This is an optimization exercise on Yosys and OpenROAD, whose aim is small area, a short achievable clock period and few clock cycles, not a production implementation. Where RTL was checked, it was by simulation tests only, not by an equivalence proof against the original. Power and IR drop assume default switching activity.

==> wip/violet: inputs <==
==> flow/design.v <==
module ge8(input [7:0] a, b, output y);
wire [7:0] g0 = a & ~b, l0 = ~a & b;
wire [3:0] g1, l1;
wire [1:0] g2, l2;
genvar i;
generate for (i = 0; i < 4; i = i + 1) begin : m1
	assign g1[i] = g0[2*i+1] | ~l0[2*i+1] & g0[2*i];
	assign l1[i] = l0[2*i+1] | ~g0[2*i+1] & l0[2*i];
end endgenerate
generate for (i = 0; i < 2; i = i + 1) begin : m2
	assign g2[i] = g1[2*i+1] | ~l1[2*i+1] & g1[2*i];
	assign l2[i] = l1[2*i+1] | ~g1[2*i+1] & l1[2*i];
end endgenerate
assign y = ~(l2[1] | ~g2[1] & l2[0]);
endmodule
module comparator_9(
	input	[7:0]	l_lo, l_md, l_hi,
	input	[7:0]	c_lo, c_md, c_hi,
	input	[7:0]	r_lo, r_md, r_hi,
	input			lc_lo, lc_md, lc_hi,
	output			cr_lo, cr_md, cr_hi,
	output	[7:0]	x, y, z
);
wire lr_lo, lr_md, lr_hi;
ge8 g0(.a(c_lo), .b(r_lo), .y(cr_lo));
ge8 g1(.a(c_md), .b(r_md), .y(cr_md));
ge8 g2(.a(c_hi), .b(r_hi), .y(cr_hi));
ge8 g3(.a(l_lo), .b(r_lo), .y(lr_lo));
ge8 g4(.a(l_md), .b(r_md), .y(lr_md));
ge8 g5(.a(l_hi), .b(r_hi), .y(lr_hi));
assign x = (lc_lo & lr_lo) ? l_lo : (!lc_lo & cr_lo) ? c_lo : r_lo;
assign y = (lc_md ^ lr_md) ? l_md : (lc_md ^ cr_md) ? r_md : c_md;
assign z = (!lc_hi & !lr_hi) ? l_hi : (lc_hi & !cr_hi) ? c_hi : r_hi;
endmodule
module med3(input [7:0] a, b, c, output [7:0] y);
wire ab, ac, bc;
ge8 g0(.a(a), .b(b), .y(ab));
ge8 g1(.a(a), .b(c), .y(ac));
ge8 g2(.a(b), .b(c), .y(bc));
assign y = (ab ^ ac) ? a : (ab ^ bc) ? c : b;
endmodule
module sort3(
	input	[7:0]	a, m, b,
	output	[7:0]	lo, md, hi,
	output			m_lo, m_hi
);
wire am, ab, mb;
ge8 g0(.a(a), .b(m), .y(am));
ge8 g1(.a(a), .b(b), .y(ab));
ge8 g2(.a(m), .b(b), .y(mb));
assign hi = (am & ab) ? a : (!am & mb) ? m : b;
assign lo = (!am & !ab) ? a : (am & !mb) ? m : b;
assign md = (am ^ ab) ? a : (am ^ mb) ? b : m;
assign m_hi = !am & mb;
assign m_lo = am & !mb;
endmodule
module CU(
	input						clk,
	input						rst,
	output reg	[1:0]		ph,
	output reg	[17:0]	rd_pair,		 
	output reg				border,		 
	output reg	[18:0]	out_address,
	output reg				out_valid
);
localparam NPAIR = 153600;            
localparam RD_START = 18'd261904;     
localparam RD_LAST  = 18'd153839;     
reg	[1:0]	warm;                       
reg	[3:0]	m15;                        
wire [17:0] opair = out_address[18:1];
wire row_border = (opair <= 18'd238) || (opair >= 18'd153359);
wire rd_wrap = &(rd_pair | ~RD_LAST);
wire op_wrap = &(opair | ~(NPAIR - 1));
always @(posedge clk or negedge rst) begin
	if (!rst) begin
		ph <= 2'd1;           
		warm <= 2'd0;
		rd_pair <= 18'd0;
		out_address[18:1] <= 18'd0;
		m15 <= 4'd0;
		out_valid <= 1'b0;
	end else begin
		ph <= (ph == 2'd2) ? 2'd0 : ph + 2'd1;
		if (ph == 2'd2 && warm != 2'd3) warm <= warm + 2'd1;
		if (ph == 2'd2 && rd_wrap)
			rd_pair <= RD_START;
		else
			rd_pair <= rd_pair + ((ph == 2'd2) ? 18'h3FE21 : 18'd240);    
		if (ph == 2'd1 && warm == 2'd3) begin
			out_address[18:1] <= op_wrap ? 18'd0 : opair + 18'd1;
			if (&opair[3:0]) m15 <= (m15 == 4'd14) ? 4'd0 : m15 + 4'd1;
		end
		out_valid <= (ph == 2'd1 && warm[1]) || (ph == 2'd0 && warm == 2'd3);
	end
end
always @(posedge clk) begin
	out_address[0] <= (ph == 2'd0);
	border <= row_border || (m15 == 4'd14 && opair[3:1] == 3'b111 && (opair[0] == (ph == 2'd2)));
end
endmodule
module DU(
	input						clk,
	input			[1:0]		ph,
	input						border,
	input			[7:0]		q_a,
	input			[7:0]		q_b,
	output reg	[7:0]		out
);
reg [7:0] ra;
reg [7:0] rb, b1, b2;
reg [7:0] st, sm, sb;
reg p1, p2, shift;    
always @(posedge clk) begin
	p1 <= (ph == 2'd0);
	p2 <= (ph == 2'd1);
	shift <= (ph != 2'd2);
	ra <= q_a;
	rb <= q_b; b1 <= rb; b2 <= b1;
	st <= p1 ? b2 : sm;
	sm <= p1 ? b1 : p2 ? ra : sb;
	sb <= p1 ? rb : q_a;
end
wire [7:0] s_lo, s_md, s_hi;
wire       s_tlo, s_thi;
sort3 srt(.a(st), .m(sm), .b(sb), .lo(s_lo), .md(s_md), .hi(s_hi), .m_lo(s_tlo), .m_hi(s_thi));
reg [7:0] l_lo, l_md, l_hi;
reg       lc_lo, lc_md, lc_hi;    
wire      cr_lo, cr_md, cr_hi;    
reg [7:0] c_lo, c_md, c_hi;
reg       c_tlo, c_thi;
reg [7:0] r_lo, r_md, r_hi;
reg       r_tlo, r_thi;
always @(posedge clk) begin
	if (shift) begin
		l_lo <= c_lo; l_md <= c_md; l_hi <= c_hi;
		lc_lo <= cr_lo; lc_md <= cr_md; lc_hi <= cr_hi;
		c_lo <= r_lo; c_md <= r_md; c_hi <= r_hi; c_tlo <= r_tlo; c_thi <= r_thi;
		r_lo <= s_lo; r_md <= s_md; r_hi <= s_hi; r_tlo <= s_tlo; r_thi <= s_thi;
	end
end
wire [7:0] c_mid = c_tlo ? c_lo : c_thi ? c_hi : c_md;
wire [7:0] mx_lo, md_md, mn_hi;
comparator_9 cmp(
	.l_lo(l_lo), .l_md(l_md), .l_hi(l_hi),
	.c_lo(c_lo), .c_md(c_md), .c_hi(c_hi),
	.r_lo(r_lo), .r_md(r_md), .r_hi(r_hi),
	.lc_lo(lc_lo), .lc_md(lc_md), .lc_hi(lc_hi),
	.cr_lo(cr_lo), .cr_md(cr_md), .cr_hi(cr_hi),
	.x(mx_lo), .y(md_md), .z(mn_hi)
);
reg [7:0] x, y, z;
always @(posedge clk) begin
	x <= border ? c_mid : mx_lo;
	y <= border ? c_mid : md_md;
	z <= border ? c_mid : mn_hi;
end
wire [7:0] med;
med3 m3(.a(x), .b(y), .c(z), .y(med));
always @(posedge clk) out <= med;
endmodule
module medianFilter(
	output	[7:0]		out,
	output 	[18:0]	out_address,
	output				out_valid,
	output	[18:0]	address_a,
	output	[18:0]	address_b,
	input		[7:0]		q_a,
	input		[7:0]		q_b,
	input					clk,
	input 				rst
);
wire	[1:0]	ph;
wire			border;
wire	[17:0]	rd_pair;
CU cu(
	.clk				(clk),
	.rst				(rst),
	.ph				(ph),
	.rd_pair			(rd_pair),
	.border			(border),
	.out_address	(out_address),
	.out_valid		(out_valid)
);
assign address_a = {rd_pair, 1'b0};
assign address_b = {rd_pair, 1'b1};
DU du(
	.clk				(clk),
	.ph				(ph),
	.border			(border),
	.q_a				(q_a),
	.q_b				(q_b),
	.out				(out)
);
endmodule
==> flow/run.sh <==
#!/bin/bash
# synth_recipe.tcl (not shown) runs the flow's synth.tcl, then flattens the netlist and writes it again
# the make line also repeats each setting of config.mk as NAME=value (left out here)
make -C /OpenROAD-flow-scripts/flow DESIGN_CONFIG=/design/flow/config.mk WORK_HOME=/design/flow/orfs CLKGATE_MAP_FILE= SYNTH_SCRIPT=/design/flow/synth_recipe.tcl finish
==> flow/config.mk <==
export PLATFORM = sky130hd
export DESIGN_NAME = medianFilter
export DESIGN_NICKNAME = medianFilter
export VERILOG_FILES = /design/flow/design.v
export SDC_FILE = /design/flow/constraint.sdc
export NUM_CORES = 4
export LEC_CHECK = 0
export CAP_MARGIN = 20
export CORE_MARGIN = 2
export CORE_UTILIZATION = 60
export CTS_BUF_LIST = sky130_fd_sc_hd__clkbuf_16
export CTS_CLUSTER_DIAMETER = 100
export CTS_CLUSTER_SIZE = 30
export PLACE_DENSITY = 0.75
export SETUP_SLACK_MARGIN = 4.7
export SLEW_MARGIN = 20
==> flow/constraint.sdc <==
create_clock -name core_clock -period 7.0 [get_ports {clk}]
set_input_delay 1.4000 -clock core_clock [delete_from_list [all_inputs] [get_ports {clk}]]
set_output_delay 1.4000 -clock core_clock [all_outputs]
set_load 0.01 [all_outputs]
==> wip/garnet (differences from wip/violet) <==
==> flow/design.v, changed modules only <==
module sort3(
	input	[7:0]	a, m, b,
	input			am, ab, mb,
	output	[7:0]	lo, md, hi,
	output			m_lo, m_hi
);
assign hi = (am & ab) ? a : (!am & mb) ? m : b;
assign lo = (!am & !ab) ? a : (am & !mb) ? m : b;
assign md = (am ^ ab) ? a : (am ^ mb) ? b : m;
assign m_hi = !am & mb;
assign m_lo = am & !mb;
endmodule
module CU(
	input						clk,
	input						rst,
	output reg	[2:0]		ph,			 
	output reg	[17:0]	rd_pair,		 
	output reg				border,		 
	output reg	[18:0]	out_address,
	output reg				out_valid
);
localparam NPAIR = 153600;            
localparam RD_START = 18'd261904;     
localparam RD_LAST  = 18'd153839;     
reg	[1:0]	warm;                       
reg	[3:0]	m15;                        
wire [17:0] opair = out_address[18:1];
wire row_first = ~|opair[17:8] & ~&opair[7:4] & ~(opair[7:4] == 4'hE & &opair[3:0]);
wire row_last = (opair[17:8] == 10'h257) & (|opair[7:4] | &opair[3:0]);
wire row_border = row_first | row_last;
wire rd_wrap = &(rd_pair | ~RD_LAST);
wire op_wrap = &(opair | ~(NPAIR - 1));
reg first;
always @(posedge clk or negedge rst) begin
	if (!rst) begin
		first <= 1'b1;
		ph <= 3'b001;
		warm <= 2'd0;
		m15 <= 4'd0;
		out_valid <= 1'b0;
	end else begin
		first <= 1'b0;
		ph <= {ph[1:0], ph[2]};
		if (ph[2] && warm != 2'd3) warm <= warm + 2'd1;
		if (ph[1] && warm == 2'd3 && &opair[3:0])
			m15 <= (m15 == 4'd14) ? 4'd0 : m15 + 4'd1;
		out_valid <= (ph[1] && warm[1]) || (ph[0] && warm == 2'd3);
	end
end
always @(posedge clk) begin
	if (first)
		rd_pair <= 18'd0;
	else if (ph[2])
		rd_pair <= rd_wrap ? RD_START : rd_pair - 18'd479;
	else
		rd_pair <= rd_pair + 18'd240;
	if (first)
		out_address[18:1] <= 18'd0;
	else if (ph[1] && warm == 2'd3)
		out_address[18:1] <= op_wrap ? 18'd0 : opair + 18'd1;
	out_address[0] <= (ph[0]);
	border <= row_border || (m15 == 4'd14 && opair[3:1] == 3'b111 && (opair[0] == ph[2]));
end
endmodule
module DU(
	input						clk,
	input			[2:0]		ph,			 
	input						border,
	input			[7:0]		q_a,
	input			[7:0]		q_b,
	output reg	[7:0]		out
);
reg [7:0] ra;
reg [7:0] rb, b1, b2;
reg [7:0] st, sm, sb;
wire p1 = ph[1];         
wire p2 = ph[2];         
wire shift = !ph[0];     
reg s_am, s_ab, s_mb;
wire [7:0] st_n = p1 ? b2 : sm;
wire [7:0] sm_n = p1 ? b1 : p2 ? ra : sb;
wire [7:0] sb_n = p1 ? rb : q_a;
wire am_n, ab_n, mb_n;
ge8 c0(.a(st_n), .b(sm_n), .y(am_n));
ge8 c1(.a(st_n), .b(sb_n), .y(ab_n));
ge8 c2(.a(sm_n), .b(sb_n), .y(mb_n));
always @(posedge clk) begin
	ra <= q_a;
	rb <= q_b; b1 <= rb; b2 <= b1;
	st <= st_n;
	sm <= sm_n;
	sb <= sb_n;
	s_am <= am_n;
	s_ab <= ab_n;
	s_mb <= mb_n;
end
wire [7:0] s_lo, s_md, s_hi;
wire       s_tlo, s_thi;
sort3 srt(.a(st), .m(sm), .b(sb), .am(s_am), .ab(s_ab), .mb(s_mb), .lo(s_lo), .md(s_md), .hi(s_hi), .m_lo(s_tlo), .m_hi(s_thi));
reg [7:0] l_lo, l_md, l_hi;
reg       lc_lo, lc_md, lc_hi;    
wire      cr_lo, cr_md, cr_hi;    
reg [7:0] c_lo, c_md, c_hi;
reg       c_tlo, c_thi;
reg [7:0] r_lo, r_md, r_hi;
reg       r_tlo, r_thi;
always @(posedge clk) begin
	if (shift) begin
		l_lo <= c_lo; l_md <= c_md; l_hi <= c_hi;
		lc_lo <= cr_lo; lc_md <= cr_md; lc_hi <= cr_hi;
		c_lo <= r_lo; c_md <= r_md; c_hi <= r_hi; c_tlo <= r_tlo; c_thi <= r_thi;
		r_lo <= s_lo; r_md <= s_md; r_hi <= s_hi; r_tlo <= s_tlo; r_thi <= s_thi;
	end
end
wire [7:0] c_mid = c_tlo ? c_lo : c_thi ? c_hi : c_md;
wire [7:0] mx_lo, md_md, mn_hi;
comparator_9 cmp(
	.l_lo(l_lo), .l_md(l_md), .l_hi(l_hi),
	.c_lo(c_lo), .c_md(c_md), .c_hi(c_hi),
	.r_lo(r_lo), .r_md(r_md), .r_hi(r_hi),
	.lc_lo(lc_lo), .lc_md(lc_md), .lc_hi(lc_hi),
	.cr_lo(cr_lo), .cr_md(cr_md), .cr_hi(cr_hi),
	.x(mx_lo), .y(md_md), .z(mn_hi)
);
reg [7:0] x, y, z;
always @(posedge clk) begin
	x <= border ? c_mid : mx_lo;
	y <= border ? c_mid : md_md;
	z <= border ? c_mid : mn_hi;
end
wire [7:0] med;
med3 m3(.a(x), .b(y), .c(z), .y(med));
always @(posedge clk) out <= med;
endmodule
module medianFilter(
	output	[7:0]		out,
	output 	[18:0]	out_address,
	output				out_valid,
	output	[18:0]	address_a,
	output	[18:0]	address_b,
	input		[7:0]		q_a,
	input		[7:0]		q_b,
	input					clk,
	input 				rst
);
wire	[2:0]	ph;
wire			border;
wire	[17:0]	rd_pair;
CU cu(
	.clk				(clk),
	.rst				(rst),
	.ph				(ph),
	.rd_pair			(rd_pair),
	.border			(border),
	.out_address	(out_address),
	.out_valid		(out_valid)
);
assign address_a = {rd_pair, 1'b0};
assign address_b = {rd_pair, 1'b1};
DU du(
	.clk				(clk),
	.ph				(ph),
	.border			(border),
	.q_a				(q_a),
	.q_b				(q_b),
	.out				(out)
);
endmodule
==> metrics.md <==
| Metric | Value |
|---|---|
| Status | `no timing/DRC/antenna violations` |
| Tapcells | `roughly 230` |
| Slowest CP cell | `dfxtp_4` |
| Sequential power | `roughly 1800 uW` |
| Mapped Area | `10340 um2` |
-- figures above: wip/garnet

==> metrics.md <==
| Metric | Value |
|---|---|
| Sequential-to-total area share from yosys stat | `between 50% and 60%` |
| Sequential power | `around 1400 uW` |
| Mapped Area | `around 10000 um2` |
| Status | `no timing/DRC/antenna violations` |
| Slowest CP cell | `dfxtp_2` |
-- figures above: wip/violet

Testbench counts of wip/garnet, summed over its fixed seeds: cycles 1,843,232.
Only the layout flow was run in wip/violet; the RTL was not checked for function there.

-- re-timing with driven ports --
The flow's constraints put no driver on any port. The routed layouts listed below were extracted and timed again, unchanged, in two steps.
Step 1 (the two cells are an assumption about what drives the block):
set clk [get_ports {clk}]
set_driving_cell -lib_cell sky130_fd_sc_hd__clkbuf_16 $clk
set_driving_cell -lib_cell sky130_fd_sc_hd__buf_2 [delete_from_list [all_inputs] $clk]
Step 2 adds t to the input delays and takes it off the output delays; t is the mean of the earliest and latest rising clock arrival at the registers after step 1. Input paths then give back, and output paths get back, about the clock's delay inside the block.
Slacks: ideal ports / drivers / drivers and shift; pairs: ideal ports / drivers.
| run | shift t [ns] | slack for setup (ns) | worst hold slack (ns) | pins driven straight from the clock port |
|---|---|---|---|---|
| wip/violet | 0.504 | 3.590 / 3.590 / 3.590 | 0.353 / 0.353 / 0.353 | 1 |
| wip/garnet | 0.497 | 4.542 / 4.502 / 4.057 | 0.356 / 0.356 / 0.356 | 1 |
After both steps setup and hold are still met in every run listed. The setup slack of wip/garnet, which loses most, moves by -0.040 ns with the drivers and by -0.485 ns with both steps.
